What follows belongs to an exercise in optimizing a design on an open flow for small area, a short achievable clock period and few clock cycles per item; a production flow would make more cautious choices.
Function was not checked in any run shown here: the RTL went through the layout flow alone.
Power is estimated from default activity; no workload was simulated.

==> flow/design.v <==
module multiplier(
							output [63:0] prod,
							output busy,
							input [31:0] mc, 
							input [31:0] mp,
							input clk,
							input rst,
							input start);
reg [31:0] A, Q, M;
reg Q_1;
reg [5:0] count;
wire [32:0] sum, difference;
always @(posedge clk)
begin
   if (rst) begin
      count <= 6'd32;
   end
   else if (start) begin
      A <= 32'b0;      
      M <= mc;
      Q <= mp;
      Q_1 <= 1'b0;      
      count <= 6'b0;
   end
   else if(busy) begin
      case ({Q[0], Q_1})
         2'b0_1 : {A, Q, Q_1} <= {sum, Q};
         2'b1_0 : {A, Q, Q_1} <= {difference, Q};
         default: {A, Q, Q_1} <= {A[31], A, Q};
      endcase
      count <= count + 1;
   end
end
alu adder (sum, {A[31], A}, {M[31], M}, 1'b0);
alu subtracter (difference, {A[31], A}, ~{M[31], M}, 1'b1);
assign busy = (count <32);
assign prod = {A, Q};
endmodule
module alu(out, a, b, cin);
output [32:0] out;
input [32:0] a;
input [32:0] b;
input cin;
assign out = a + b + cin;
endmodule
==> flow/run.sh <==
#!/bin/bash
# synth_recipe.tcl (not shown) runs the flow's synth.tcl, then flattens the netlist and writes it again
# the make line also repeats each setting of config.mk as NAME=value (left out here)
make -C /OpenROAD-flow-scripts/flow DESIGN_CONFIG=/design/flow/config.mk WORK_HOME=/design/flow/orfs CLKGATE_MAP_FILE= SYNTH_SCRIPT=/design/flow/synth_recipe.tcl finish
==> flow/config.mk <==
export PLATFORM = sky130hd
export DESIGN_NAME = multiplier
export DESIGN_NICKNAME = multiplier
export VERILOG_FILES = /design/flow/design.v
export SDC_FILE = /design/flow/constraint.sdc
export NUM_CORES = 4
export LEC_CHECK = 0
export CAP_MARGIN = 20
export CORE_MARGIN = 2
export CORE_UTILIZATION = 40
export SLEW_MARGIN = 20
==> flow/constraint.sdc <==
create_clock -name core_clock -period 4.0 [get_ports {clk}]
set_input_delay 0.8000 -clock core_clock [delete_from_list [all_inputs] [get_ports {clk}]]
set_output_delay 0.8000 -clock core_clock [all_outputs]
set_load 0.01 [all_outputs]
==> flow_metrics.tcl, run 1 <==
set metrics [dict create \
    grt_max_degree 62 \
    dp.final_hpwl_mm 16.47 \
    route.met2.wl_mm 10.41 \
    status "finished clean" \
    p_int_uw 2281 \
    synth_top_flop_cell "edfxtp_1" \
    cts_tree "yes" \
    mostFrequentLayoutCell "clkdlybuf4s50_1" \
    hold_violations 0 \
    worst_slew_pin_slew_ns 0.7687 \
    cts_buffers 9 \
    timing.rr.start "A[9]" \
    h-tree-depth 3 \
    yosysTopAreaCellShare_pct 35.65 \
    yosysMostFrequentCell "edfxtp_1" \
    cts_buffer_depth 2 \
    ir_worst_vdd_v 0.0002104 \
    grt_pass1_vias 6878 \
    finalPower_uw 3561 \
    yosysTopAreaCell "edfxtp_1" \
    grt.overflow.total 0 \
    ctsHoldBuffers 0 \
    crit_family "compound AO/OA/AOI/OAI gates" \
    cp.required_ns 4.12 \
    finalNonFillerCells 1243 \
    wl_per_cell_um 18.12 \
    buf_share_pct 13.80 \
    place_ws_ns 0.6915 \
    synthTopCellsByCount "97 x edfxtp_1, 77 x nor2_1, 73 x inv_1" \
    power.net_switching_uw 1280 \
    top_usage_layer "met2" \
    period_share_pct 83.38 \
    n_all_inverters 77 \
    slowest_stage "ha_1" \
    drt_pass1_iterations 5 \
    synthAdderAreaFrac_pct 10.75 \
    endpoint_kind "flop" \
]
==> run 2: changes to the inputs <==
==> flow/design.v (replaced) <==
module multiplier(
  output [63:0] prod,
  output busy,
  input [31:0] mc,
  input [31:0] mp,
  input clk,
  input rst,
  input start);
reg [31:0] M, S, C;
reg [23:0] Q;
reg [7:0] Ls, Lc;
reg t, cl, busy_r;
reg [1:0] cnt;
reg [3:0] d_one, d_two, d_neg;
wire fin = busy_r & (cnt == 2'd2);
wire it = start | busy_r;
function [11:0] dec;
  input [8:0] b;
  integer k;
  reg [3:0] o, w, n;
  begin
    for (k = 0; k < 4; k = k + 1) begin
      o[k] = b[2*k+1] ^ b[2*k];
      w[k] = (b[2*k+2] ^ b[2*k+1]) & ~(b[2*k+1] ^ b[2*k]);
      n[k] = b[2*k+2];
    end
    dec = {n, w, o};
  end
endfunction
wire [11:0] dec0 = dec({{mp[7:0]}, 1'b0});
wire [11:0] decn = dec(start ? {mp[15:7]} : Q[8:0]);
wire [31:0] Me = start ? mc : M;
wire [3:0] oe = start ? dec0[3:0] : d_one;
wire [3:0] we = start ? dec0[7:4] : d_two;
wire [3:0] ne = start ? dec0[11:8] : d_neg;
wire [31:0] Se = start ? 32'd0 : S;
wire [31:0] Ce = start ? 32'd0 : C;
wire te = start | t;
wire [32:0] Mx = {Me[31], Me};
wire [33:0] Mx2 = {Mx, 1'b0};
wire [32:0] x0 = ({33{oe[0]}} & Mx) | ({33{we[0]}} & Mx2[32:0]);
wire [32:0] p0 = x0 ^ {33{ne[0]}};
wire [33:0] pp0 = {~p0[32], p0};
wire [32:0] x1 = ({33{oe[1]}} & Mx) | ({33{we[1]}} & Mx2[32:0]);
wire [32:0] p1 = x1 ^ {33{ne[1]}};
wire [33:0] pp1 = {~p1[32], p1};
wire [32:0] x2 = ({33{oe[2]}} & Mx) | ({33{we[2]}} & Mx2[32:0]);
wire [32:0] p2 = x2 ^ {33{ne[2]}};
wire [33:0] pp2 = {~p2[32], p2};
wire [32:0] x3 = ({33{oe[3]}} & Mx) | ({33{we[3]}} & Mx2[32:0]);
wire [32:0] p3 = x3 ^ {33{ne[3]}};
wire [33:0] pp3 = {~p3[32], p3};
wire hs1 = Ce[6] ^ Se[6];
wire hc1 = Ce[6] & Se[6];
wire hs2 = Ce[7] ^ Se[7];
wire hc2 = Ce[7] & Se[7];
wire hs3 = Ce[8] ^ Se[8];
wire hc3 = Ce[8] & Se[8];
wire hs4 = Ce[9] ^ Se[9];
wire hc4 = Ce[9] & Se[9];
wire hs5 = Ce[10] ^ Se[10];
wire hc5 = Ce[10] & Se[10];
wire hs6 = Ce[11] ^ Se[11];
wire hc6 = Ce[11] & Se[11];
wire hs7 = Ce[12] ^ Se[12];
wire hc7 = Ce[12] & Se[12];
wire hs8 = Ce[13] ^ Se[13];
wire hc8 = Ce[13] & Se[13];
wire hs9 = Ce[14] ^ Se[14];
wire hc9 = Ce[14] & Se[14];
wire hs10 = Ce[15] ^ Se[15];
wire hc10 = Ce[15] & Se[15];
wire hs11 = Ce[16] ^ Se[16];
wire hc11 = Ce[16] & Se[16];
wire hs12 = Ce[17] ^ Se[17];
wire hc12 = Ce[17] & Se[17];
wire hs13 = Ce[18] ^ Se[18];
wire hc13 = Ce[18] & Se[18];
wire hs14 = Ce[19] ^ Se[19];
wire hc14 = Ce[19] & Se[19];
wire hs15 = Ce[20] ^ Se[20];
wire hc15 = Ce[20] & Se[20];
wire hs16 = Ce[21] ^ Se[21];
wire hc16 = Ce[21] & Se[21];
wire hs17 = Ce[22] ^ Se[22];
wire hc17 = Ce[22] & Se[22];
wire hs18 = Ce[23] ^ Se[23];
wire hc18 = Ce[23] & Se[23];
wire hs19 = Ce[24] ^ Se[24];
wire hc19 = Ce[24] & Se[24];
wire hs20 = Ce[25] ^ Se[25];
wire hc20 = Ce[25] & Se[25];
wire hs21 = Ce[26] ^ Se[26];
wire hc21 = Ce[26] & Se[26];
wire hs22 = Ce[27] ^ Se[27];
wire hc22 = Ce[27] & Se[27];
wire hs23 = Ce[28] ^ Se[28];
wire hc23 = Ce[28] & Se[28];
wire hs24 = Ce[29] ^ Se[29];
wire hc24 = Ce[29] & Se[29];
wire hs25 = Ce[30] ^ Se[30];
wire hc25 = Ce[30] & Se[30];
wire hs26 = Ce[31] ^ Se[31];
wire hc26 = Ce[31] & Se[31];
wire hs27 = Ce[2] ^ Se[2];
wire hc27 = Ce[2] & Se[2];
wire hs28 = Ce[3] ^ Se[3];
wire hc28 = Ce[3] & Se[3];
wire fs29 = Ce[4] ^ Se[4] ^ ne[2];
wire fc29 = (Ce[4] & Se[4]) | (ne[2] & (Ce[4] ^ Se[4]));
wire hs30 = pp0[4] ^ pp1[2];
wire hc30 = pp0[4] & pp1[2];
wire fs31 = Ce[5] ^ Se[5] ^ pp0[5];
wire fc31 = (Ce[5] & Se[5]) | (pp0[5] & (Ce[5] ^ Se[5]));
wire hs32 = pp1[3] ^ pp2[1];
wire hc32 = pp1[3] & pp2[1];
wire fs33 = hs1 ^ ne[3] ^ pp0[6];
wire fc33 = (hs1 & ne[3]) | (pp0[6] & (hs1 ^ ne[3]));
wire fs34 = pp1[4] ^ pp2[2] ^ pp3[0];
wire fc34 = (pp1[4] & pp2[2]) | (pp3[0] & (pp1[4] ^ pp2[2]));
wire fs35 = hc1 ^ hs2 ^ pp0[7];
wire fc35 = (hc1 & hs2) | (pp0[7] & (hc1 ^ hs2));
wire fs36 = pp1[5] ^ pp2[3] ^ pp3[1];
wire fc36 = (pp1[5] & pp2[3]) | (pp3[1] & (pp1[5] ^ pp2[3]));
wire fs37 = hc2 ^ hs3 ^ pp0[8];
wire fc37 = (hc2 & hs3) | (pp0[8] & (hc2 ^ hs3));
wire fs38 = pp1[6] ^ pp2[4] ^ pp3[2];
wire fc38 = (pp1[6] & pp2[4]) | (pp3[2] & (pp1[6] ^ pp2[4]));
wire fs39 = hc3 ^ hs4 ^ pp0[9];
wire fc39 = (hc3 & hs4) | (pp0[9] & (hc3 ^ hs4));
wire fs40 = pp1[7] ^ pp2[5] ^ pp3[3];
wire fc40 = (pp1[7] & pp2[5]) | (pp3[3] & (pp1[7] ^ pp2[5]));
wire fs41 = hc4 ^ hs5 ^ pp0[10];
wire fc41 = (hc4 & hs5) | (pp0[10] & (hc4 ^ hs5));
wire fs42 = pp1[8] ^ pp2[6] ^ pp3[4];
wire fc42 = (pp1[8] & pp2[6]) | (pp3[4] & (pp1[8] ^ pp2[6]));
wire fs43 = hc5 ^ hs6 ^ pp0[11];
wire fc43 = (hc5 & hs6) | (pp0[11] & (hc5 ^ hs6));
wire fs44 = pp1[9] ^ pp2[7] ^ pp3[5];
wire fc44 = (pp1[9] & pp2[7]) | (pp3[5] & (pp1[9] ^ pp2[7]));
wire fs45 = hc6 ^ hs7 ^ pp0[12];
wire fc45 = (hc6 & hs7) | (pp0[12] & (hc6 ^ hs7));
wire fs46 = pp1[10] ^ pp2[8] ^ pp3[6];
wire fc46 = (pp1[10] & pp2[8]) | (pp3[6] & (pp1[10] ^ pp2[8]));
wire fs47 = hc7 ^ hs8 ^ pp0[13];
wire fc47 = (hc7 & hs8) | (pp0[13] & (hc7 ^ hs8));
wire fs48 = pp1[11] ^ pp2[9] ^ pp3[7];
wire fc48 = (pp1[11] & pp2[9]) | (pp3[7] & (pp1[11] ^ pp2[9]));
wire fs49 = hc8 ^ hs9 ^ pp0[14];
wire fc49 = (hc8 & hs9) | (pp0[14] & (hc8 ^ hs9));
wire fs50 = pp1[12] ^ pp2[10] ^ pp3[8];
wire fc50 = (pp1[12] & pp2[10]) | (pp3[8] & (pp1[12] ^ pp2[10]));
wire fs51 = hc9 ^ hs10 ^ pp0[15];
wire fc51 = (hc9 & hs10) | (pp0[15] & (hc9 ^ hs10));
wire fs52 = pp1[13] ^ pp2[11] ^ pp3[9];
wire fc52 = (pp1[13] & pp2[11]) | (pp3[9] & (pp1[13] ^ pp2[11]));
wire fs53 = hc10 ^ hs11 ^ pp0[16];
wire fc53 = (hc10 & hs11) | (pp0[16] & (hc10 ^ hs11));
wire fs54 = pp1[14] ^ pp2[12] ^ pp3[10];
wire fc54 = (pp1[14] & pp2[12]) | (pp3[10] & (pp1[14] ^ pp2[12]));
wire fs55 = hc11 ^ hs12 ^ pp0[17];
wire fc55 = (hc11 & hs12) | (pp0[17] & (hc11 ^ hs12));
wire fs56 = pp1[15] ^ pp2[13] ^ pp3[11];
wire fc56 = (pp1[15] & pp2[13]) | (pp3[11] & (pp1[15] ^ pp2[13]));
wire fs57 = hc12 ^ hs13 ^ pp0[18];
wire fc57 = (hc12 & hs13) | (pp0[18] & (hc12 ^ hs13));
wire fs58 = pp1[16] ^ pp2[14] ^ pp3[12];
wire fc58 = (pp1[16] & pp2[14]) | (pp3[12] & (pp1[16] ^ pp2[14]));
wire fs59 = hc13 ^ hs14 ^ pp0[19];
wire fc59 = (hc13 & hs14) | (pp0[19] & (hc13 ^ hs14));
wire fs60 = pp1[17] ^ pp2[15] ^ pp3[13];
wire fc60 = (pp1[17] & pp2[15]) | (pp3[13] & (pp1[17] ^ pp2[15]));
wire fs61 = hc14 ^ hs15 ^ pp0[20];
wire fc61 = (hc14 & hs15) | (pp0[20] & (hc14 ^ hs15));
wire fs62 = pp1[18] ^ pp2[16] ^ pp3[14];
wire fc62 = (pp1[18] & pp2[16]) | (pp3[14] & (pp1[18] ^ pp2[16]));
wire fs63 = hc15 ^ hs16 ^ pp0[21];
wire fc63 = (hc15 & hs16) | (pp0[21] & (hc15 ^ hs16));
wire fs64 = pp1[19] ^ pp2[17] ^ pp3[15];
wire fc64 = (pp1[19] & pp2[17]) | (pp3[15] & (pp1[19] ^ pp2[17]));
wire fs65 = hc16 ^ hs17 ^ pp0[22];
wire fc65 = (hc16 & hs17) | (pp0[22] & (hc16 ^ hs17));
wire fs66 = pp1[20] ^ pp2[18] ^ pp3[16];
wire fc66 = (pp1[20] & pp2[18]) | (pp3[16] & (pp1[20] ^ pp2[18]));
wire fs67 = hc17 ^ hs18 ^ pp0[23];
wire fc67 = (hc17 & hs18) | (pp0[23] & (hc17 ^ hs18));
wire fs68 = pp1[21] ^ pp2[19] ^ pp3[17];
wire fc68 = (pp1[21] & pp2[19]) | (pp3[17] & (pp1[21] ^ pp2[19]));
wire fs69 = hc18 ^ hs19 ^ pp0[24];
wire fc69 = (hc18 & hs19) | (pp0[24] & (hc18 ^ hs19));
wire fs70 = pp1[22] ^ pp2[20] ^ pp3[18];
wire fc70 = (pp1[22] & pp2[20]) | (pp3[18] & (pp1[22] ^ pp2[20]));
wire fs71 = hc19 ^ hs20 ^ pp0[25];
wire fc71 = (hc19 & hs20) | (pp0[25] & (hc19 ^ hs20));
wire fs72 = pp1[23] ^ pp2[21] ^ pp3[19];
wire fc72 = (pp1[23] & pp2[21]) | (pp3[19] & (pp1[23] ^ pp2[21]));
wire fs73 = hc20 ^ hs21 ^ pp0[26];
wire fc73 = (hc20 & hs21) | (pp0[26] & (hc20 ^ hs21));
wire fs74 = pp1[24] ^ pp2[22] ^ pp3[20];
wire fc74 = (pp1[24] & pp2[22]) | (pp3[20] & (pp1[24] ^ pp2[22]));
wire fs75 = hc21 ^ hs22 ^ pp0[27];
wire fc75 = (hc21 & hs22) | (pp0[27] & (hc21 ^ hs22));
wire fs76 = pp1[25] ^ pp2[23] ^ pp3[21];
wire fc76 = (pp1[25] & pp2[23]) | (pp3[21] & (pp1[25] ^ pp2[23]));
wire fs77 = hc22 ^ hs23 ^ pp0[28];
wire fc77 = (hc22 & hs23) | (pp0[28] & (hc22 ^ hs23));
wire fs78 = pp1[26] ^ pp2[24] ^ pp3[22];
wire fc78 = (pp1[26] & pp2[24]) | (pp3[22] & (pp1[26] ^ pp2[24]));
wire fs79 = hc23 ^ hs24 ^ pp0[29];
wire fc79 = (hc23 & hs24) | (pp0[29] & (hc23 ^ hs24));
wire fs80 = pp1[27] ^ pp2[25] ^ pp3[23];
wire fc80 = (pp1[27] & pp2[25]) | (pp3[23] & (pp1[27] ^ pp2[25]));
wire fs81 = hc24 ^ hs25 ^ pp0[30];
wire fc81 = (hc24 & hs25) | (pp0[30] & (hc24 ^ hs25));
wire fs82 = pp1[28] ^ pp2[26] ^ pp3[24];
wire fc82 = (pp1[28] & pp2[26]) | (pp3[24] & (pp1[28] ^ pp2[26]));
wire fs83 = hc25 ^ hs26 ^ pp0[31];
wire fc83 = (hc25 & hs26) | (pp0[31] & (hc25 ^ hs26));
wire fs84 = pp1[29] ^ pp2[27] ^ pp3[25];
wire fc84 = (pp1[29] & pp2[27]) | (pp3[25] & (pp1[29] ^ pp2[27]));
wire fs85 = ~te ^ hc26 ^ pp0[32];
wire fc85 = (~te & hc26) | (pp0[32] & (~te ^ hc26));
wire fs86 = pp1[30] ^ pp2[28] ^ pp3[26];
wire fc86 = (pp1[30] & pp2[28]) | (pp3[26] & (pp1[30] ^ pp2[28]));
wire fs87 = te ^ pp0[33] ^ pp1[31];
wire fc87 = (te & pp0[33]) | (pp1[31] & (te ^ pp0[33]));
wire hs88 = pp2[29] ^ pp3[27];
wire hc88 = pp2[29] & pp3[27];
wire fs89 = 1'b1 ^ pp1[32] ^ pp2[30];
wire fc89 = (1'b1 & pp1[32]) | (pp2[30] & (1'b1 ^ pp1[32]));
wire hs90 = Ce[0] ^ Se[0];
wire hc90 = Ce[0] & Se[0];
wire hs91 = Ce[1] ^ Se[1];
wire hc91 = Ce[1] & Se[1];
wire fs92 = hs27 ^ ne[1] ^ pp0[2];
wire fc92 = (hs27 & ne[1]) | (pp0[2] & (hs27 ^ ne[1]));
wire fs93 = hc27 ^ hs28 ^ pp0[3];
wire fc93 = (hc27 & hs28) | (pp0[3] & (hc27 ^ hs28));
wire fs94 = hc28 ^ fs29 ^ pp2[0];
wire fc94 = (hc28 & fs29) | (pp2[0] & (hc28 ^ fs29));
wire fs95 = fc29 ^ hc30 ^ hs32;
wire fc95 = (fc29 & hc30) | (hs32 & (fc29 ^ hc30));
wire fs96 = hc32 ^ fc31 ^ fs33;
wire fc96 = (hc32 & fc31) | (fs33 & (hc32 ^ fc31));
wire fs97 = fc33 ^ fc34 ^ fs35;
wire fc97 = (fc33 & fc34) | (fs35 & (fc33 ^ fc34));
wire fs98 = fc35 ^ fc36 ^ fs37;
wire fc98 = (fc35 & fc36) | (fs37 & (fc35 ^ fc36));
wire fs99 = fc37 ^ fc38 ^ fs39;
wire fc99 = (fc37 & fc38) | (fs39 & (fc37 ^ fc38));
wire fs100 = fc39 ^ fc40 ^ fs41;
wire fc100 = (fc39 & fc40) | (fs41 & (fc39 ^ fc40));
wire fs101 = fc41 ^ fc42 ^ fs43;
wire fc101 = (fc41 & fc42) | (fs43 & (fc41 ^ fc42));
wire fs102 = fc43 ^ fc44 ^ fs45;
wire fc102 = (fc43 & fc44) | (fs45 & (fc43 ^ fc44));
wire fs103 = fc45 ^ fc46 ^ fs47;
wire fc103 = (fc45 & fc46) | (fs47 & (fc45 ^ fc46));
wire fs104 = fc47 ^ fc48 ^ fs49;
wire fc104 = (fc47 & fc48) | (fs49 & (fc47 ^ fc48));
wire fs105 = fc49 ^ fc50 ^ fs51;
wire fc105 = (fc49 & fc50) | (fs51 & (fc49 ^ fc50));
wire fs106 = fc51 ^ fc52 ^ fs53;
wire fc106 = (fc51 & fc52) | (fs53 & (fc51 ^ fc52));
wire fs107 = fc53 ^ fc54 ^ fs55;
wire fc107 = (fc53 & fc54) | (fs55 & (fc53 ^ fc54));
wire fs108 = fc55 ^ fc56 ^ fs57;
wire fc108 = (fc55 & fc56) | (fs57 & (fc55 ^ fc56));
wire fs109 = fc57 ^ fc58 ^ fs59;
wire fc109 = (fc57 & fc58) | (fs59 & (fc57 ^ fc58));
wire fs110 = fc59 ^ fc60 ^ fs61;
wire fc110 = (fc59 & fc60) | (fs61 & (fc59 ^ fc60));
wire fs111 = fc61 ^ fc62 ^ fs63;
wire fc111 = (fc61 & fc62) | (fs63 & (fc61 ^ fc62));
wire fs112 = fc63 ^ fc64 ^ fs65;
wire fc112 = (fc63 & fc64) | (fs65 & (fc63 ^ fc64));
wire fs113 = fc65 ^ fc66 ^ fs67;
wire fc113 = (fc65 & fc66) | (fs67 & (fc65 ^ fc66));
wire fs114 = fc67 ^ fc68 ^ fs69;
wire fc114 = (fc67 & fc68) | (fs69 & (fc67 ^ fc68));
wire fs115 = fc69 ^ fc70 ^ fs71;
wire fc115 = (fc69 & fc70) | (fs71 & (fc69 ^ fc70));
wire fs116 = fc71 ^ fc72 ^ fs73;
wire fc116 = (fc71 & fc72) | (fs73 & (fc71 ^ fc72));
wire fs117 = fc73 ^ fc74 ^ fs75;
wire fc117 = (fc73 & fc74) | (fs75 & (fc73 ^ fc74));
wire fs118 = fc75 ^ fc76 ^ fs77;
wire fc118 = (fc75 & fc76) | (fs77 & (fc75 ^ fc76));
wire fs119 = fc77 ^ fc78 ^ fs79;
wire fc119 = (fc77 & fc78) | (fs79 & (fc77 ^ fc78));
wire fs120 = fc79 ^ fc80 ^ fs81;
wire fc120 = (fc79 & fc80) | (fs81 & (fc79 ^ fc80));
wire fs121 = fc81 ^ fc82 ^ fs83;
wire fc121 = (fc81 & fc82) | (fs83 & (fc81 ^ fc82));
wire fs122 = fc83 ^ fc84 ^ fs85;
wire fc122 = (fc83 & fc84) | (fs85 & (fc83 ^ fc84));
wire fs123 = hs88 ^ fc85 ^ fc86;
wire fc123 = (hs88 & fc85) | (fc86 & (hs88 ^ fc85));
wire fs124 = pp3[28] ^ hc88 ^ fc87;
wire fc124 = (pp3[28] & hc88) | (fc87 & (pp3[28] ^ hc88));
wire fs125 = pp1[33] ^ pp2[31] ^ pp3[29];
wire fc125 = (pp1[33] & pp2[31]) | (pp3[29] & (pp1[33] ^ pp2[31]));
wire hs126 = 1'b1 ^ pp2[32];
wire hc126 = 1'b1 & pp2[32];
wire hs127 = hs90 ^ ne[0];
wire hc127 = hs90 & ne[0];
wire fs128 = hc90 ^ hs91 ^ pp0[1];
wire fc128 = (hc90 & hs91) | (pp0[1] & (hc90 ^ hs91));
wire fs129 = hc91 ^ pp1[0] ^ fs92;
wire fc129 = (hc91 & pp1[0]) | (fs92 & (hc91 ^ pp1[0]));
wire fs130 = pp1[1] ^ fc92 ^ fs93;
wire fc130 = (pp1[1] & fc92) | (fs93 & (pp1[1] ^ fc92));
wire fs131 = hs30 ^ fc93 ^ fs94;
wire fc131 = (hs30 & fc93) | (fs94 & (hs30 ^ fc93));
wire fs132 = fc94 ^ fs31 ^ fs95;
wire fc132 = (fc94 & fs31) | (fs95 & (fc94 ^ fs31));
wire fs133 = fs34 ^ fc95 ^ fs96;
wire fc133 = (fs34 & fc95) | (fs96 & (fs34 ^ fc95));
wire fs134 = fs36 ^ fc96 ^ fs97;
wire fc134 = (fs36 & fc96) | (fs97 & (fs36 ^ fc96));
wire fs135 = fs38 ^ fc97 ^ fs98;
wire fc135 = (fs38 & fc97) | (fs98 & (fs38 ^ fc97));
wire fs136 = fs40 ^ fc98 ^ fs99;
wire fc136 = (fs40 & fc98) | (fs99 & (fs40 ^ fc98));
wire fs137 = fs42 ^ fc99 ^ fs100;
wire fc137 = (fs42 & fc99) | (fs100 & (fs42 ^ fc99));
wire fs138 = fs44 ^ fc100 ^ fs101;
wire fc138 = (fs44 & fc100) | (fs101 & (fs44 ^ fc100));
wire fs139 = fs46 ^ fc101 ^ fs102;
wire fc139 = (fs46 & fc101) | (fs102 & (fs46 ^ fc101));
wire fs140 = fs48 ^ fc102 ^ fs103;
wire fc140 = (fs48 & fc102) | (fs103 & (fs48 ^ fc102));
wire fs141 = fs50 ^ fc103 ^ fs104;
wire fc141 = (fs50 & fc103) | (fs104 & (fs50 ^ fc103));
wire fs142 = fs52 ^ fc104 ^ fs105;
wire fc142 = (fs52 & fc104) | (fs105 & (fs52 ^ fc104));
wire fs143 = fs54 ^ fc105 ^ fs106;
wire fc143 = (fs54 & fc105) | (fs106 & (fs54 ^ fc105));
wire fs144 = fs56 ^ fc106 ^ fs107;
wire fc144 = (fs56 & fc106) | (fs107 & (fs56 ^ fc106));
wire fs145 = fs58 ^ fc107 ^ fs108;
wire fc145 = (fs58 & fc107) | (fs108 & (fs58 ^ fc107));
wire fs146 = fs60 ^ fc108 ^ fs109;
wire fc146 = (fs60 & fc108) | (fs109 & (fs60 ^ fc108));
wire fs147 = fs62 ^ fc109 ^ fs110;
wire fc147 = (fs62 & fc109) | (fs110 & (fs62 ^ fc109));
wire fs148 = fs64 ^ fc110 ^ fs111;
wire fc148 = (fs64 & fc110) | (fs111 & (fs64 ^ fc110));
wire fs149 = fs66 ^ fc111 ^ fs112;
wire fc149 = (fs66 & fc111) | (fs112 & (fs66 ^ fc111));
wire fs150 = fs68 ^ fc112 ^ fs113;
wire fc150 = (fs68 & fc112) | (fs113 & (fs68 ^ fc112));
wire fs151 = fs70 ^ fc113 ^ fs114;
wire fc151 = (fs70 & fc113) | (fs114 & (fs70 ^ fc113));
wire fs152 = fs72 ^ fc114 ^ fs115;
wire fc152 = (fs72 & fc114) | (fs115 & (fs72 ^ fc114));
wire fs153 = fs74 ^ fc115 ^ fs116;
wire fc153 = (fs74 & fc115) | (fs116 & (fs74 ^ fc115));
wire fs154 = fs76 ^ fc116 ^ fs117;
wire fc154 = (fs76 & fc116) | (fs117 & (fs76 ^ fc116));
wire fs155 = fs78 ^ fc117 ^ fs118;
wire fc155 = (fs78 & fc117) | (fs118 & (fs78 ^ fc117));
wire fs156 = fs80 ^ fc118 ^ fs119;
wire fc156 = (fs80 & fc118) | (fs119 & (fs80 ^ fc118));
wire fs157 = fs82 ^ fc119 ^ fs120;
wire fc157 = (fs82 & fc119) | (fs120 & (fs82 ^ fc119));
wire fs158 = fs84 ^ fc120 ^ fs121;
wire fc158 = (fs84 & fc120) | (fs121 & (fs84 ^ fc120));
wire fs159 = fs86 ^ fc121 ^ fs122;
wire fc159 = (fs86 & fc121) | (fs122 & (fs86 ^ fc121));
wire fs160 = fs87 ^ fc122 ^ fs123;
wire fc160 = (fs87 & fc122) | (fs123 & (fs87 ^ fc122));
wire fs161 = fs89 ^ fc123 ^ fs124;
wire fc161 = (fs89 & fc123) | (fs124 & (fs89 ^ fc123));
wire fs162 = fc89 ^ fs125 ^ fc124;
wire fc162 = (fc89 & fs125) | (fc124 & (fc89 ^ fs125));
wire fs163 = pp3[30] ^ hs126 ^ fc125;
wire fc163 = (pp3[30] & hs126) | (fc125 & (pp3[30] ^ hs126));
wire fs164 = pp2[33] ^ pp3[31] ^ hc126;
wire fc164 = (pp2[33] & pp3[31]) | (hc126 & (pp2[33] ^ pp3[31]));
wire hs165 = 1'b1 ^ pp3[32];
wire hc165 = 1'b1 & pp3[32];
wire [40:0] R0 = {1'b0, pp3[33], hs165, fs164, fs163, fc161, fc160, fs160, fc158, fc157, fc156, fc155, fc154, fc153, fc152, fc151, fc150, fc149, fc148, fc147, fc146, fc145, fc144, fc143, fc142, fc141, fc140, fc139, fc138, fc137, fc136, fc135, fc134, fc133, fc132, fc131, fc130, fc129, fc128, hc127, hs127};
wire [40:0] R1 = {1'b0, hc165, fc164, fc163, fc162, fs162, fs161, fc159, fs159, fs158, fs157, fs156, fs155, fs154, fs153, fs152, fs151, fs150, fs149, fs148, fs147, fs146, fs145, fs144, fs143, fs142, fs141, fs140, fs139, fs138, fs137, fs136, fs135, fs134, fs133, fs132, fs131, fs130, fs129, fs128, pp0[0]};
wire [39:0] fa_a = {S, Ls};
wire [39:0] fa_b = {C, Lc};
wire [40:0] pg0_g = {fa_a & fa_b, cl};
wire [40:0] pg0_p = {fa_a ^ fa_b, 1'b0};
wire [40:0] pg1_g, pg1_p;
assign pg1_g[0] = pg0_g[0];
assign pg1_p[0] = pg0_p[0];
assign pg1_g[1] = pg0_g[1] | (pg0_p[1] & pg0_g[0]);
assign pg1_p[1] = pg0_p[1] & pg0_p[0];
assign pg1_g[2] = pg0_g[2];
assign pg1_p[2] = pg0_p[2];
assign pg1_g[3] = pg0_g[3] | (pg0_p[3] & pg0_g[2]);
assign pg1_p[3] = pg0_p[3] & pg0_p[2];
assign pg1_g[4] = pg0_g[4];
assign pg1_p[4] = pg0_p[4];
assign pg1_g[5] = pg0_g[5] | (pg0_p[5] & pg0_g[4]);
assign pg1_p[5] = pg0_p[5] & pg0_p[4];
assign pg1_g[6] = pg0_g[6];
assign pg1_p[6] = pg0_p[6];
assign pg1_g[7] = pg0_g[7] | (pg0_p[7] & pg0_g[6]);
assign pg1_p[7] = pg0_p[7] & pg0_p[6];
assign pg1_g[8] = pg0_g[8];
assign pg1_p[8] = pg0_p[8];
assign pg1_g[9] = pg0_g[9] | (pg0_p[9] & pg0_g[8]);
assign pg1_p[9] = pg0_p[9] & pg0_p[8];
assign pg1_g[10] = pg0_g[10];
assign pg1_p[10] = pg0_p[10];
assign pg1_g[11] = pg0_g[11] | (pg0_p[11] & pg0_g[10]);
assign pg1_p[11] = pg0_p[11] & pg0_p[10];
assign pg1_g[12] = pg0_g[12];
assign pg1_p[12] = pg0_p[12];
assign pg1_g[13] = pg0_g[13] | (pg0_p[13] & pg0_g[12]);
assign pg1_p[13] = pg0_p[13] & pg0_p[12];
assign pg1_g[14] = pg0_g[14];
assign pg1_p[14] = pg0_p[14];
assign pg1_g[15] = pg0_g[15] | (pg0_p[15] & pg0_g[14]);
assign pg1_p[15] = pg0_p[15] & pg0_p[14];
assign pg1_g[16] = pg0_g[16];
assign pg1_p[16] = pg0_p[16];
assign pg1_g[17] = pg0_g[17] | (pg0_p[17] & pg0_g[16]);
assign pg1_p[17] = pg0_p[17] & pg0_p[16];
assign pg1_g[18] = pg0_g[18];
assign pg1_p[18] = pg0_p[18];
assign pg1_g[19] = pg0_g[19] | (pg0_p[19] & pg0_g[18]);
assign pg1_p[19] = pg0_p[19] & pg0_p[18];
assign pg1_g[20] = pg0_g[20];
assign pg1_p[20] = pg0_p[20];
assign pg1_g[21] = pg0_g[21] | (pg0_p[21] & pg0_g[20]);
assign pg1_p[21] = pg0_p[21] & pg0_p[20];
assign pg1_g[22] = pg0_g[22];
assign pg1_p[22] = pg0_p[22];
assign pg1_g[23] = pg0_g[23] | (pg0_p[23] & pg0_g[22]);
assign pg1_p[23] = pg0_p[23] & pg0_p[22];
assign pg1_g[24] = pg0_g[24];
assign pg1_p[24] = pg0_p[24];
assign pg1_g[25] = pg0_g[25] | (pg0_p[25] & pg0_g[24]);
assign pg1_p[25] = pg0_p[25] & pg0_p[24];
assign pg1_g[26] = pg0_g[26];
assign pg1_p[26] = pg0_p[26];
assign pg1_g[27] = pg0_g[27] | (pg0_p[27] & pg0_g[26]);
assign pg1_p[27] = pg0_p[27] & pg0_p[26];
assign pg1_g[28] = pg0_g[28];
assign pg1_p[28] = pg0_p[28];
assign pg1_g[29] = pg0_g[29] | (pg0_p[29] & pg0_g[28]);
assign pg1_p[29] = pg0_p[29] & pg0_p[28];
assign pg1_g[30] = pg0_g[30];
assign pg1_p[30] = pg0_p[30];
assign pg1_g[31] = pg0_g[31] | (pg0_p[31] & pg0_g[30]);
assign pg1_p[31] = pg0_p[31] & pg0_p[30];
assign pg1_g[32] = pg0_g[32];
assign pg1_p[32] = pg0_p[32];
assign pg1_g[33] = pg0_g[33] | (pg0_p[33] & pg0_g[32]);
assign pg1_p[33] = pg0_p[33] & pg0_p[32];
assign pg1_g[34] = pg0_g[34];
assign pg1_p[34] = pg0_p[34];
assign pg1_g[35] = pg0_g[35] | (pg0_p[35] & pg0_g[34]);
assign pg1_p[35] = pg0_p[35] & pg0_p[34];
assign pg1_g[36] = pg0_g[36];
assign pg1_p[36] = pg0_p[36];
assign pg1_g[37] = pg0_g[37] | (pg0_p[37] & pg0_g[36]);
assign pg1_p[37] = pg0_p[37] & pg0_p[36];
assign pg1_g[38] = pg0_g[38];
assign pg1_p[38] = pg0_p[38];
assign pg1_g[39] = pg0_g[39] | (pg0_p[39] & pg0_g[38]);
assign pg1_p[39] = pg0_p[39] & pg0_p[38];
assign pg1_g[40] = pg0_g[40];
assign pg1_p[40] = pg0_p[40];
wire [40:0] pg2_g, pg2_p;
assign pg2_g[0] = pg1_g[0];
assign pg2_p[0] = pg1_p[0];
assign pg2_g[1] = pg1_g[1];
assign pg2_p[1] = pg1_p[1];
assign pg2_g[2] = pg1_g[2] | (pg1_p[2] & pg1_g[1]);
assign pg2_p[2] = pg1_p[2] & pg1_p[1];
assign pg2_g[3] = pg1_g[3] | (pg1_p[3] & pg1_g[1]);
assign pg2_p[3] = pg1_p[3] & pg1_p[1];
assign pg2_g[4] = pg1_g[4];
assign pg2_p[4] = pg1_p[4];
assign pg2_g[5] = pg1_g[5];
assign pg2_p[5] = pg1_p[5];
assign pg2_g[6] = pg1_g[6] | (pg1_p[6] & pg1_g[5]);
assign pg2_p[6] = pg1_p[6] & pg1_p[5];
assign pg2_g[7] = pg1_g[7] | (pg1_p[7] & pg1_g[5]);
assign pg2_p[7] = pg1_p[7] & pg1_p[5];
assign pg2_g[8] = pg1_g[8];
assign pg2_p[8] = pg1_p[8];
assign pg2_g[9] = pg1_g[9];
assign pg2_p[9] = pg1_p[9];
assign pg2_g[10] = pg1_g[10] | (pg1_p[10] & pg1_g[9]);
assign pg2_p[10] = pg1_p[10] & pg1_p[9];
assign pg2_g[11] = pg1_g[11] | (pg1_p[11] & pg1_g[9]);
assign pg2_p[11] = pg1_p[11] & pg1_p[9];
assign pg2_g[12] = pg1_g[12];
assign pg2_p[12] = pg1_p[12];
assign pg2_g[13] = pg1_g[13];
assign pg2_p[13] = pg1_p[13];
assign pg2_g[14] = pg1_g[14] | (pg1_p[14] & pg1_g[13]);
assign pg2_p[14] = pg1_p[14] & pg1_p[13];
assign pg2_g[15] = pg1_g[15] | (pg1_p[15] & pg1_g[13]);
assign pg2_p[15] = pg1_p[15] & pg1_p[13];
assign pg2_g[16] = pg1_g[16];
assign pg2_p[16] = pg1_p[16];
assign pg2_g[17] = pg1_g[17];
assign pg2_p[17] = pg1_p[17];
assign pg2_g[18] = pg1_g[18] | (pg1_p[18] & pg1_g[17]);
assign pg2_p[18] = pg1_p[18] & pg1_p[17];
assign pg2_g[19] = pg1_g[19] | (pg1_p[19] & pg1_g[17]);
assign pg2_p[19] = pg1_p[19] & pg1_p[17];
assign pg2_g[20] = pg1_g[20];
assign pg2_p[20] = pg1_p[20];
assign pg2_g[21] = pg1_g[21];
assign pg2_p[21] = pg1_p[21];
assign pg2_g[22] = pg1_g[22] | (pg1_p[22] & pg1_g[21]);
assign pg2_p[22] = pg1_p[22] & pg1_p[21];
assign pg2_g[23] = pg1_g[23] | (pg1_p[23] & pg1_g[21]);
assign pg2_p[23] = pg1_p[23] & pg1_p[21];
assign pg2_g[24] = pg1_g[24];
assign pg2_p[24] = pg1_p[24];
assign pg2_g[25] = pg1_g[25];
assign pg2_p[25] = pg1_p[25];
assign pg2_g[26] = pg1_g[26] | (pg1_p[26] & pg1_g[25]);
assign pg2_p[26] = pg1_p[26] & pg1_p[25];
assign pg2_g[27] = pg1_g[27] | (pg1_p[27] & pg1_g[25]);
assign pg2_p[27] = pg1_p[27] & pg1_p[25];
assign pg2_g[28] = pg1_g[28];
assign pg2_p[28] = pg1_p[28];
assign pg2_g[29] = pg1_g[29];
assign pg2_p[29] = pg1_p[29];
assign pg2_g[30] = pg1_g[30] | (pg1_p[30] & pg1_g[29]);
assign pg2_p[30] = pg1_p[30] & pg1_p[29];
assign pg2_g[31] = pg1_g[31] | (pg1_p[31] & pg1_g[29]);
assign pg2_p[31] = pg1_p[31] & pg1_p[29];
assign pg2_g[32] = pg1_g[32];
assign pg2_p[32] = pg1_p[32];
assign pg2_g[33] = pg1_g[33];
assign pg2_p[33] = pg1_p[33];
assign pg2_g[34] = pg1_g[34] | (pg1_p[34] & pg1_g[33]);
assign pg2_p[34] = pg1_p[34] & pg1_p[33];
assign pg2_g[35] = pg1_g[35] | (pg1_p[35] & pg1_g[33]);
assign pg2_p[35] = pg1_p[35] & pg1_p[33];
assign pg2_g[36] = pg1_g[36];
assign pg2_p[36] = pg1_p[36];
assign pg2_g[37] = pg1_g[37];
assign pg2_p[37] = pg1_p[37];
assign pg2_g[38] = pg1_g[38] | (pg1_p[38] & pg1_g[37]);
assign pg2_p[38] = pg1_p[38] & pg1_p[37];
assign pg2_g[39] = pg1_g[39] | (pg1_p[39] & pg1_g[37]);
assign pg2_p[39] = pg1_p[39] & pg1_p[37];
assign pg2_g[40] = pg1_g[40];
assign pg2_p[40] = pg1_p[40];
wire [40:0] pg3_g, pg3_p;
assign pg3_g[0] = pg2_g[0];
assign pg3_p[0] = pg2_p[0];
assign pg3_g[1] = pg2_g[1];
assign pg3_p[1] = pg2_p[1];
assign pg3_g[2] = pg2_g[2];
assign pg3_p[2] = pg2_p[2];
assign pg3_g[3] = pg2_g[3];
assign pg3_p[3] = pg2_p[3];
assign pg3_g[4] = pg2_g[4] | (pg2_p[4] & pg2_g[3]);
assign pg3_p[4] = pg2_p[4] & pg2_p[3];
assign pg3_g[5] = pg2_g[5] | (pg2_p[5] & pg2_g[3]);
assign pg3_p[5] = pg2_p[5] & pg2_p[3];
assign pg3_g[6] = pg2_g[6] | (pg2_p[6] & pg2_g[3]);
assign pg3_p[6] = pg2_p[6] & pg2_p[3];
assign pg3_g[7] = pg2_g[7] | (pg2_p[7] & pg2_g[3]);
assign pg3_p[7] = pg2_p[7] & pg2_p[3];
assign pg3_g[8] = pg2_g[8];
assign pg3_p[8] = pg2_p[8];
assign pg3_g[9] = pg2_g[9];
assign pg3_p[9] = pg2_p[9];
assign pg3_g[10] = pg2_g[10];
assign pg3_p[10] = pg2_p[10];
assign pg3_g[11] = pg2_g[11];
assign pg3_p[11] = pg2_p[11];
assign pg3_g[12] = pg2_g[12] | (pg2_p[12] & pg2_g[11]);
assign pg3_p[12] = pg2_p[12] & pg2_p[11];
assign pg3_g[13] = pg2_g[13] | (pg2_p[13] & pg2_g[11]);
assign pg3_p[13] = pg2_p[13] & pg2_p[11];
assign pg3_g[14] = pg2_g[14] | (pg2_p[14] & pg2_g[11]);
assign pg3_p[14] = pg2_p[14] & pg2_p[11];
assign pg3_g[15] = pg2_g[15] | (pg2_p[15] & pg2_g[11]);
assign pg3_p[15] = pg2_p[15] & pg2_p[11];
assign pg3_g[16] = pg2_g[16];
assign pg3_p[16] = pg2_p[16];
assign pg3_g[17] = pg2_g[17];
assign pg3_p[17] = pg2_p[17];
assign pg3_g[18] = pg2_g[18];
assign pg3_p[18] = pg2_p[18];
assign pg3_g[19] = pg2_g[19];
assign pg3_p[19] = pg2_p[19];
assign pg3_g[20] = pg2_g[20] | (pg2_p[20] & pg2_g[19]);
assign pg3_p[20] = pg2_p[20] & pg2_p[19];
assign pg3_g[21] = pg2_g[21] | (pg2_p[21] & pg2_g[19]);
assign pg3_p[21] = pg2_p[21] & pg2_p[19];
assign pg3_g[22] = pg2_g[22] | (pg2_p[22] & pg2_g[19]);
assign pg3_p[22] = pg2_p[22] & pg2_p[19];
assign pg3_g[23] = pg2_g[23] | (pg2_p[23] & pg2_g[19]);
assign pg3_p[23] = pg2_p[23] & pg2_p[19];
assign pg3_g[24] = pg2_g[24];
assign pg3_p[24] = pg2_p[24];
assign pg3_g[25] = pg2_g[25];
assign pg3_p[25] = pg2_p[25];
assign pg3_g[26] = pg2_g[26];
assign pg3_p[26] = pg2_p[26];
assign pg3_g[27] = pg2_g[27];
assign pg3_p[27] = pg2_p[27];
assign pg3_g[28] = pg2_g[28] | (pg2_p[28] & pg2_g[27]);
assign pg3_p[28] = pg2_p[28] & pg2_p[27];
assign pg3_g[29] = pg2_g[29] | (pg2_p[29] & pg2_g[27]);
assign pg3_p[29] = pg2_p[29] & pg2_p[27];
assign pg3_g[30] = pg2_g[30] | (pg2_p[30] & pg2_g[27]);
assign pg3_p[30] = pg2_p[30] & pg2_p[27];
assign pg3_g[31] = pg2_g[31] | (pg2_p[31] & pg2_g[27]);
assign pg3_p[31] = pg2_p[31] & pg2_p[27];
assign pg3_g[32] = pg2_g[32];
assign pg3_p[32] = pg2_p[32];
assign pg3_g[33] = pg2_g[33];
assign pg3_p[33] = pg2_p[33];
assign pg3_g[34] = pg2_g[34];
assign pg3_p[34] = pg2_p[34];
assign pg3_g[35] = pg2_g[35];
assign pg3_p[35] = pg2_p[35];
assign pg3_g[36] = pg2_g[36] | (pg2_p[36] & pg2_g[35]);
assign pg3_p[36] = pg2_p[36] & pg2_p[35];
assign pg3_g[37] = pg2_g[37] | (pg2_p[37] & pg2_g[35]);
assign pg3_p[37] = pg2_p[37] & pg2_p[35];
assign pg3_g[38] = pg2_g[38] | (pg2_p[38] & pg2_g[35]);
assign pg3_p[38] = pg2_p[38] & pg2_p[35];
assign pg3_g[39] = pg2_g[39] | (pg2_p[39] & pg2_g[35]);
assign pg3_p[39] = pg2_p[39] & pg2_p[35];
assign pg3_g[40] = pg2_g[40];
assign pg3_p[40] = pg2_p[40];
wire [40:0] pg4_g, pg4_p;
assign pg4_g[0] = pg3_g[0];
assign pg4_p[0] = pg3_p[0];
assign pg4_g[1] = pg3_g[1];
assign pg4_p[1] = pg3_p[1];
assign pg4_g[2] = pg3_g[2];
assign pg4_p[2] = pg3_p[2];
assign pg4_g[3] = pg3_g[3];
assign pg4_p[3] = pg3_p[3];
assign pg4_g[4] = pg3_g[4];
assign pg4_p[4] = pg3_p[4];
assign pg4_g[5] = pg3_g[5];
assign pg4_p[5] = pg3_p[5];
assign pg4_g[6] = pg3_g[6];
assign pg4_p[6] = pg3_p[6];
assign pg4_g[7] = pg3_g[7];
assign pg4_p[7] = pg3_p[7];
assign pg4_g[8] = pg3_g[8] | (pg3_p[8] & pg3_g[7]);
assign pg4_p[8] = pg3_p[8] & pg3_p[7];
assign pg4_g[9] = pg3_g[9] | (pg3_p[9] & pg3_g[7]);
assign pg4_p[9] = pg3_p[9] & pg3_p[7];
assign pg4_g[10] = pg3_g[10] | (pg3_p[10] & pg3_g[7]);
assign pg4_p[10] = pg3_p[10] & pg3_p[7];
assign pg4_g[11] = pg3_g[11] | (pg3_p[11] & pg3_g[7]);
assign pg4_p[11] = pg3_p[11] & pg3_p[7];
assign pg4_g[12] = pg3_g[12] | (pg3_p[12] & pg3_g[7]);
assign pg4_p[12] = pg3_p[12] & pg3_p[7];
assign pg4_g[13] = pg3_g[13] | (pg3_p[13] & pg3_g[7]);
assign pg4_p[13] = pg3_p[13] & pg3_p[7];
assign pg4_g[14] = pg3_g[14] | (pg3_p[14] & pg3_g[7]);
assign pg4_p[14] = pg3_p[14] & pg3_p[7];
assign pg4_g[15] = pg3_g[15] | (pg3_p[15] & pg3_g[7]);
assign pg4_p[15] = pg3_p[15] & pg3_p[7];
assign pg4_g[16] = pg3_g[16];
assign pg4_p[16] = pg3_p[16];
assign pg4_g[17] = pg3_g[17];
assign pg4_p[17] = pg3_p[17];
assign pg4_g[18] = pg3_g[18];
assign pg4_p[18] = pg3_p[18];
assign pg4_g[19] = pg3_g[19];
assign pg4_p[19] = pg3_p[19];
assign pg4_g[20] = pg3_g[20];
assign pg4_p[20] = pg3_p[20];
assign pg4_g[21] = pg3_g[21];
assign pg4_p[21] = pg3_p[21];
assign pg4_g[22] = pg3_g[22];
assign pg4_p[22] = pg3_p[22];
assign pg4_g[23] = pg3_g[23];
assign pg4_p[23] = pg3_p[23];
assign pg4_g[24] = pg3_g[24] | (pg3_p[24] & pg3_g[23]);
assign pg4_p[24] = pg3_p[24] & pg3_p[23];
assign pg4_g[25] = pg3_g[25] | (pg3_p[25] & pg3_g[23]);
assign pg4_p[25] = pg3_p[25] & pg3_p[23];
assign pg4_g[26] = pg3_g[26] | (pg3_p[26] & pg3_g[23]);
assign pg4_p[26] = pg3_p[26] & pg3_p[23];
assign pg4_g[27] = pg3_g[27] | (pg3_p[27] & pg3_g[23]);
assign pg4_p[27] = pg3_p[27] & pg3_p[23];
assign pg4_g[28] = pg3_g[28] | (pg3_p[28] & pg3_g[23]);
assign pg4_p[28] = pg3_p[28] & pg3_p[23];
assign pg4_g[29] = pg3_g[29] | (pg3_p[29] & pg3_g[23]);
assign pg4_p[29] = pg3_p[29] & pg3_p[23];
assign pg4_g[30] = pg3_g[30] | (pg3_p[30] & pg3_g[23]);
assign pg4_p[30] = pg3_p[30] & pg3_p[23];
assign pg4_g[31] = pg3_g[31] | (pg3_p[31] & pg3_g[23]);
assign pg4_p[31] = pg3_p[31] & pg3_p[23];
assign pg4_g[32] = pg3_g[32];
assign pg4_p[32] = pg3_p[32];
assign pg4_g[33] = pg3_g[33];
assign pg4_p[33] = pg3_p[33];
assign pg4_g[34] = pg3_g[34];
assign pg4_p[34] = pg3_p[34];
assign pg4_g[35] = pg3_g[35];
assign pg4_p[35] = pg3_p[35];
assign pg4_g[36] = pg3_g[36];
assign pg4_p[36] = pg3_p[36];
assign pg4_g[37] = pg3_g[37];
assign pg4_p[37] = pg3_p[37];
assign pg4_g[38] = pg3_g[38];
assign pg4_p[38] = pg3_p[38];
assign pg4_g[39] = pg3_g[39];
assign pg4_p[39] = pg3_p[39];
assign pg4_g[40] = pg3_g[40] | (pg3_p[40] & pg3_g[39]);
assign pg4_p[40] = pg3_p[40] & pg3_p[39];
wire [40:0] pg5_g, pg5_p;
assign pg5_g[0] = pg4_g[0];
assign pg5_p[0] = pg4_p[0];
assign pg5_g[1] = pg4_g[1];
assign pg5_p[1] = pg4_p[1];
assign pg5_g[2] = pg4_g[2];
assign pg5_p[2] = pg4_p[2];
assign pg5_g[3] = pg4_g[3];
assign pg5_p[3] = pg4_p[3];
assign pg5_g[4] = pg4_g[4];
assign pg5_p[4] = pg4_p[4];
assign pg5_g[5] = pg4_g[5];
assign pg5_p[5] = pg4_p[5];
assign pg5_g[6] = pg4_g[6];
assign pg5_p[6] = pg4_p[6];
assign pg5_g[7] = pg4_g[7];
assign pg5_p[7] = pg4_p[7];
assign pg5_g[8] = pg4_g[8];
assign pg5_p[8] = pg4_p[8];
assign pg5_g[9] = pg4_g[9];
assign pg5_p[9] = pg4_p[9];
assign pg5_g[10] = pg4_g[10];
assign pg5_p[10] = pg4_p[10];
assign pg5_g[11] = pg4_g[11];
assign pg5_p[11] = pg4_p[11];
assign pg5_g[12] = pg4_g[12];
assign pg5_p[12] = pg4_p[12];
assign pg5_g[13] = pg4_g[13];
assign pg5_p[13] = pg4_p[13];
assign pg5_g[14] = pg4_g[14];
assign pg5_p[14] = pg4_p[14];
assign pg5_g[15] = pg4_g[15];
assign pg5_p[15] = pg4_p[15];
assign pg5_g[16] = pg4_g[16] | (pg4_p[16] & pg4_g[15]);
assign pg5_p[16] = pg4_p[16] & pg4_p[15];
assign pg5_g[17] = pg4_g[17] | (pg4_p[17] & pg4_g[15]);
assign pg5_p[17] = pg4_p[17] & pg4_p[15];
assign pg5_g[18] = pg4_g[18] | (pg4_p[18] & pg4_g[15]);
assign pg5_p[18] = pg4_p[18] & pg4_p[15];
assign pg5_g[19] = pg4_g[19] | (pg4_p[19] & pg4_g[15]);
assign pg5_p[19] = pg4_p[19] & pg4_p[15];
assign pg5_g[20] = pg4_g[20] | (pg4_p[20] & pg4_g[15]);
assign pg5_p[20] = pg4_p[20] & pg4_p[15];
assign pg5_g[21] = pg4_g[21] | (pg4_p[21] & pg4_g[15]);
assign pg5_p[21] = pg4_p[21] & pg4_p[15];
assign pg5_g[22] = pg4_g[22] | (pg4_p[22] & pg4_g[15]);
assign pg5_p[22] = pg4_p[22] & pg4_p[15];
assign pg5_g[23] = pg4_g[23] | (pg4_p[23] & pg4_g[15]);
assign pg5_p[23] = pg4_p[23] & pg4_p[15];
assign pg5_g[24] = pg4_g[24] | (pg4_p[24] & pg4_g[15]);
assign pg5_p[24] = pg4_p[24] & pg4_p[15];
assign pg5_g[25] = pg4_g[25] | (pg4_p[25] & pg4_g[15]);
assign pg5_p[25] = pg4_p[25] & pg4_p[15];
assign pg5_g[26] = pg4_g[26] | (pg4_p[26] & pg4_g[15]);
assign pg5_p[26] = pg4_p[26] & pg4_p[15];
assign pg5_g[27] = pg4_g[27] | (pg4_p[27] & pg4_g[15]);
assign pg5_p[27] = pg4_p[27] & pg4_p[15];
assign pg5_g[28] = pg4_g[28] | (pg4_p[28] & pg4_g[15]);
assign pg5_p[28] = pg4_p[28] & pg4_p[15];
assign pg5_g[29] = pg4_g[29] | (pg4_p[29] & pg4_g[15]);
assign pg5_p[29] = pg4_p[29] & pg4_p[15];
assign pg5_g[30] = pg4_g[30] | (pg4_p[30] & pg4_g[15]);
assign pg5_p[30] = pg4_p[30] & pg4_p[15];
assign pg5_g[31] = pg4_g[31] | (pg4_p[31] & pg4_g[15]);
assign pg5_p[31] = pg4_p[31] & pg4_p[15];
assign pg5_g[32] = pg4_g[32];
assign pg5_p[32] = pg4_p[32];
assign pg5_g[33] = pg4_g[33];
assign pg5_p[33] = pg4_p[33];
assign pg5_g[34] = pg4_g[34];
assign pg5_p[34] = pg4_p[34];
assign pg5_g[35] = pg4_g[35];
assign pg5_p[35] = pg4_p[35];
assign pg5_g[36] = pg4_g[36];
assign pg5_p[36] = pg4_p[36];
assign pg5_g[37] = pg4_g[37];
assign pg5_p[37] = pg4_p[37];
assign pg5_g[38] = pg4_g[38];
assign pg5_p[38] = pg4_p[38];
assign pg5_g[39] = pg4_g[39];
assign pg5_p[39] = pg4_p[39];
assign pg5_g[40] = pg4_g[40];
assign pg5_p[40] = pg4_p[40];
wire [40:0] pg6_g, pg6_p;
assign pg6_g[0] = pg5_g[0];
assign pg6_p[0] = pg5_p[0];
assign pg6_g[1] = pg5_g[1];
assign pg6_p[1] = pg5_p[1];
assign pg6_g[2] = pg5_g[2];
assign pg6_p[2] = pg5_p[2];
assign pg6_g[3] = pg5_g[3];
assign pg6_p[3] = pg5_p[3];
assign pg6_g[4] = pg5_g[4];
assign pg6_p[4] = pg5_p[4];
assign pg6_g[5] = pg5_g[5];
assign pg6_p[5] = pg5_p[5];
assign pg6_g[6] = pg5_g[6];
assign pg6_p[6] = pg5_p[6];
assign pg6_g[7] = pg5_g[7];
assign pg6_p[7] = pg5_p[7];
assign pg6_g[8] = pg5_g[8];
assign pg6_p[8] = pg5_p[8];
assign pg6_g[9] = pg5_g[9];
assign pg6_p[9] = pg5_p[9];
assign pg6_g[10] = pg5_g[10];
assign pg6_p[10] = pg5_p[10];
assign pg6_g[11] = pg5_g[11];
assign pg6_p[11] = pg5_p[11];
assign pg6_g[12] = pg5_g[12];
assign pg6_p[12] = pg5_p[12];
assign pg6_g[13] = pg5_g[13];
assign pg6_p[13] = pg5_p[13];
assign pg6_g[14] = pg5_g[14];
assign pg6_p[14] = pg5_p[14];
assign pg6_g[15] = pg5_g[15];
assign pg6_p[15] = pg5_p[15];
assign pg6_g[16] = pg5_g[16];
assign pg6_p[16] = pg5_p[16];
assign pg6_g[17] = pg5_g[17];
assign pg6_p[17] = pg5_p[17];
assign pg6_g[18] = pg5_g[18];
assign pg6_p[18] = pg5_p[18];
assign pg6_g[19] = pg5_g[19];
assign pg6_p[19] = pg5_p[19];
assign pg6_g[20] = pg5_g[20];
assign pg6_p[20] = pg5_p[20];
assign pg6_g[21] = pg5_g[21];
assign pg6_p[21] = pg5_p[21];
assign pg6_g[22] = pg5_g[22];
assign pg6_p[22] = pg5_p[22];
assign pg6_g[23] = pg5_g[23];
assign pg6_p[23] = pg5_p[23];
assign pg6_g[24] = pg5_g[24];
assign pg6_p[24] = pg5_p[24];
assign pg6_g[25] = pg5_g[25];
assign pg6_p[25] = pg5_p[25];
assign pg6_g[26] = pg5_g[26];
assign pg6_p[26] = pg5_p[26];
assign pg6_g[27] = pg5_g[27];
assign pg6_p[27] = pg5_p[27];
assign pg6_g[28] = pg5_g[28];
assign pg6_p[28] = pg5_p[28];
assign pg6_g[29] = pg5_g[29];
assign pg6_p[29] = pg5_p[29];
assign pg6_g[30] = pg5_g[30];
assign pg6_p[30] = pg5_p[30];
assign pg6_g[31] = pg5_g[31];
assign pg6_p[31] = pg5_p[31];
assign pg6_g[32] = pg5_g[32] | (pg5_p[32] & pg5_g[31]);
assign pg6_p[32] = pg5_p[32] & pg5_p[31];
assign pg6_g[33] = pg5_g[33] | (pg5_p[33] & pg5_g[31]);
assign pg6_p[33] = pg5_p[33] & pg5_p[31];
assign pg6_g[34] = pg5_g[34] | (pg5_p[34] & pg5_g[31]);
assign pg6_p[34] = pg5_p[34] & pg5_p[31];
assign pg6_g[35] = pg5_g[35] | (pg5_p[35] & pg5_g[31]);
assign pg6_p[35] = pg5_p[35] & pg5_p[31];
assign pg6_g[36] = pg5_g[36] | (pg5_p[36] & pg5_g[31]);
assign pg6_p[36] = pg5_p[36] & pg5_p[31];
assign pg6_g[37] = pg5_g[37] | (pg5_p[37] & pg5_g[31]);
assign pg6_p[37] = pg5_p[37] & pg5_p[31];
assign pg6_g[38] = pg5_g[38] | (pg5_p[38] & pg5_g[31]);
assign pg6_p[38] = pg5_p[38] & pg5_p[31];
assign pg6_g[39] = pg5_g[39] | (pg5_p[39] & pg5_g[31]);
assign pg6_p[39] = pg5_p[39] & pg5_p[31];
assign pg6_g[40] = pg5_g[40] | (pg5_p[40] & pg5_g[31]);
assign pg6_p[40] = pg5_p[40] & pg5_p[31];
wire [39:0] F = (fa_a ^ fa_b) ^ pg6_g[39:0];
wire csh = pg6_g[8];   
always @(posedge clk) begin
  if (rst) busy_r <= 1'b0;
  else if (start) busy_r <= 1'b1;
  else if (fin) busy_r <= 1'b0;
  cnt <= start ? 2'd0 : cnt + 2'd1;
  M <= Me;
  if (start) Q <= {7'd0, {mp[31:15]}};
  else if (busy_r) Q <= {F[7:0], Q[23:8]};
  d_one <= decn[3:0];
  d_two <= decn[7:4];
  d_neg <= decn[11:8];
  if (it) begin
    S <= R0[39:8];
    C <= R1[39:8];
    t <= R0[40] | R1[40];
    Ls <= R0[7:0];
    Lc <= R1[7:0];
    cl <= csh & ~start;
  end
end
assign busy = busy_r;
wire [63:0] Pfull = {F, Q};
assign prod = Pfull[63:0];
endmodule
--- a/flow/config.mk
+++ b/flow/config.mk
@@ -8,4 +8,5 @@
 export CAP_MARGIN = 20
 export CORE_MARGIN = 2
 export CORE_UTILIZATION = 40
+export SETUP_SLACK_MARGIN = 0.4
 export SLEW_MARGIN = 20
==> flow_metrics.tcl, run 2 <==
set metrics [dict create \
    clk_latency_ns 0.45 \
    async_reset_ff_share_pct 0 \
    via_count 9994 \
    cts_buffer_depth 2 \
    num_rows 66 \
    seq_area_frac_synth_pct 30.13 \
    use_met1_pct 28.43 \
    synth_area_leaders "edfxtp_1 22%, fa_1 20%, dfxtp_1 8.2%, xnor2_1 8.0%, ha_1 7.2%" \
    dp_cells 1877 \
    postLayoutCellArea_mm2 0.01760 \
    grt_max_degree 41 \
    wl_mm 35.33 \
    min_path_type "reg -> reg" \
    ir_worst_vdd_v 0.0004351 \
    synth_top_flop_cell "edfxtp_1" \
    route.detailed.drc 0 \
    core-area_mm2 0.03262 \
    use_met3_pct 3.952 \
    tns_ns -0.4413 \
    ys_types 66 \
    endpoint_kind "output port" \
    rsz0062_at_grt "true" \
    syn_inst 1228 \
    grtUsageMet2_pct 35.30 \
    maxSlewHeadroom_pct 63.66 \
    crit_type "reg -> out" \
    clock-sinks 151 \
    maxSlewViolCount 0 \
    drive_gt1_share_pct 26.64 \
    drt-initial-drc-count 697 \
    synth-edff-count 97 \
    fin_ws_ns -0.1206 \
    ys_ff_latch 151 \
    grt_pass1_wl_mm 55.66 \
    clock.fmax_mhz 242.7 \
    startpoint_type "flop" \
    synth_area_per_cell_um2 10.79 \
    initial_core_util_pct 40.64 \
    yosysTopAreaCell "edfxtp_1" \
    synthTopCellsByCount "174 x inv_1, 133 x fa_1, 124 x a22oi_1" \
    yosysTopAreaCellShare_pct 21.97 \
    diodes 0 \
    post_dp_cell_area_mm2 0.01624 \
    finalNetCount 1768 \
    setup_viol 7 \
    slowest_stage "a221o_2" \
    top_usage_layer "met2" \
    syn_to_final_growth_pct 32.74 \
    leakage_uw 0.007498 \
    drt_pass1_iterations 5 \
    cp.arrival_ns 3.32 \
    synthesis.area_mm2 0.01326 \
    largestRegisters "C: 32 flops, M: 32 flops, S: 31 flops" \
    place_ws_ns -0.2561 \
    slowest_delay_ns 0.42 \
    io_buffers 131 \
    grt_pass1_vias 10270 \
    status "finished with violations" \
    path_clk_slew_ns 0.08 \
    maxCapViolCount 0 \
    fp.dieArea_mm2 0.03461 \
    cts_buffers 17 \
    cts_root_buffer "clkbuf_16" \
    synth_fp_nets 1504 \
    place_congestion 0.8436 \
    period_share_pct 103.0 \
    drtAntennaViolNets 0 \
    cts_tree "yes" \
    worst_slew_pin_slew_ns 0.5443 \
    skew_ns 0.02198 \
    so.violations "setup timing" \
    powerDensity_mw_per_mm2 937.6 \
    vias_per_cell 5.133 \
    dp.final_hpwl_mm 26.05 \
    antenna_found_initial 1 \
    hold_violations 0 \
    mostFrequentLayoutCell "inv_1" \
    cp_max_fo 3 \
    final_cell_mix "158 x inv_1, 123 x a22oi_1, 119 x buf_4" \
    period_needed_ns 4.121 \
    cp.required_ns 3.20 \
    final_core_util_pct 53.94 \
    finalNonFillerCells 1947 \
    grt.overflow.total 0 \
    chipWidth_um 186.0 \
    worstPathCellList "ha_1 -> a21o_1 -> a21bo_1 -> a221o_2 -> o211ai_1 -> a41o_2 -> buf_6 -> mux2_4 -> a211oi_2 -> buf_2" \
    die_h_um 186.0 \
    grt_usage_pct 21.16 \
    h-tree-depth 4 \
    wl_per_cell_um 18.15 \
    ios 132 \
    yosysMostFrequentCell "inv_1" \
    ys_warn_count 1 \
]
-- run 2: cell count changes after synthesis, sizes merged, moves of 38 or more --
cell and delta:
fa +131, a22oi +122, inv +103, xnor2 +81
dfxtp +48, a21oi -45, nor2b +39, nor2 -38
-- run 2: worst max-delay path, delay by kind of cell, from the launching register on --
kind,cells,cell delay [ns]
AOI/OAI and AO/OA,6,1.55
DFF,1,0.41
adders and majority gates,1,0.33
muxes,1,0.30
buffers and inverters,2,0.28
-- run 2: final timing paths --
check | slack, ns | cells past startpoint | start | end
max | -0.12 | 10 | S[0] | prod[58]
min | 0.41 | 1 | cnt[0] | cnt[0]
max reg2reg | 0.84 | 9 | d_one[0] | C[26]
min reg2reg | 0.41 | 1 | cnt[0] | cnt[0]
-- run 2: stage by stage --
stage	total power [uW]	hold WS (ns)
global route	18090	0.4185
detailed placement	14240	0.3998
finish	16500	0.4056
CTS	16300	0.4120
global placement	14060	0.3942
floorplan	9469	0.3856
-- run 2: per-layer routing --
layer	vias up	wire [um]
met5	-	11
met4	2	585
met3	31	1792
met2	268	17160
met1	4989	15790
li1	4704	-
-- run 2: timing repair --
action / in CTS / in global routing
hold buffers: 0 / 0
gates resized for setup: 246 / 46
gates cloned: 5 / 2
pin swaps: 56 / 46
buffers inserted: 18 / 13
endpoints found under the setup margin: 77 / 86
-- run 2: power breakdown --
part | total [uW] | switching, uW | internal [uW]
logic | 11700 | 6040 | 5710
clock network | 1650 | 796 | 853
registers | 3100 | 324 | 2780
-- run 2: logic make-up (layout without fill, tap and decap cells) --
family / Yosys count / after routing / share of synthesized area [%]
muxes: 67 / 68 / 5.579
AOI/OAI and AO/OA: 220 / 220 / 11.95
and+or+nand+nor: 182 / 182 / 7.381
adders and majority gates: 209 / 209 / 27.26
xor gates and xnor gates: 166 / 166 / 10.97
buffers and inverters: 233 / 509 / 6.730
DFF: 151 / 151 / 30.13
-- run 2: final cells by class --
class	instances	area [um2]
Fill cell	2893	15020
Sequential cell	151	3994
Tap cell	442	553.0
Clock inverter	14	152.6
Inverter	178	671.9
Timing Repair Buffer	299	2814
Clock buffer	18	439.2
Multi-Input combinational cell	845	8971

==> static timing again, ports no longer ideal <==
The flow's constraints put no driver on any port. The routed layouts listed below were extracted and timed again, unchanged, in two steps.
Step 1 assumes that a clkbuf_16 drives the clock port and a buf_2 every other input.
Step 2 times the ports against the registers' clock, not the clock port: input delays grow and output delays shrink by t, the midpoint of the rising clock arrivals with the driver on.
Slacks: ideal / step 1 / step 2; pairs: ideal / step 1.
run | t (ns) | setup slack, ns | worst setup path at the end | worst register clock-pin slew, ns
run 1 | 0.415 | 0.665 / 0.665 / 0.665 | register to register | 0.09 / 0.09
run 2 | 0.489 | -0.121 / -0.171 / 0.035 | input to register | 0.08 / 0.08
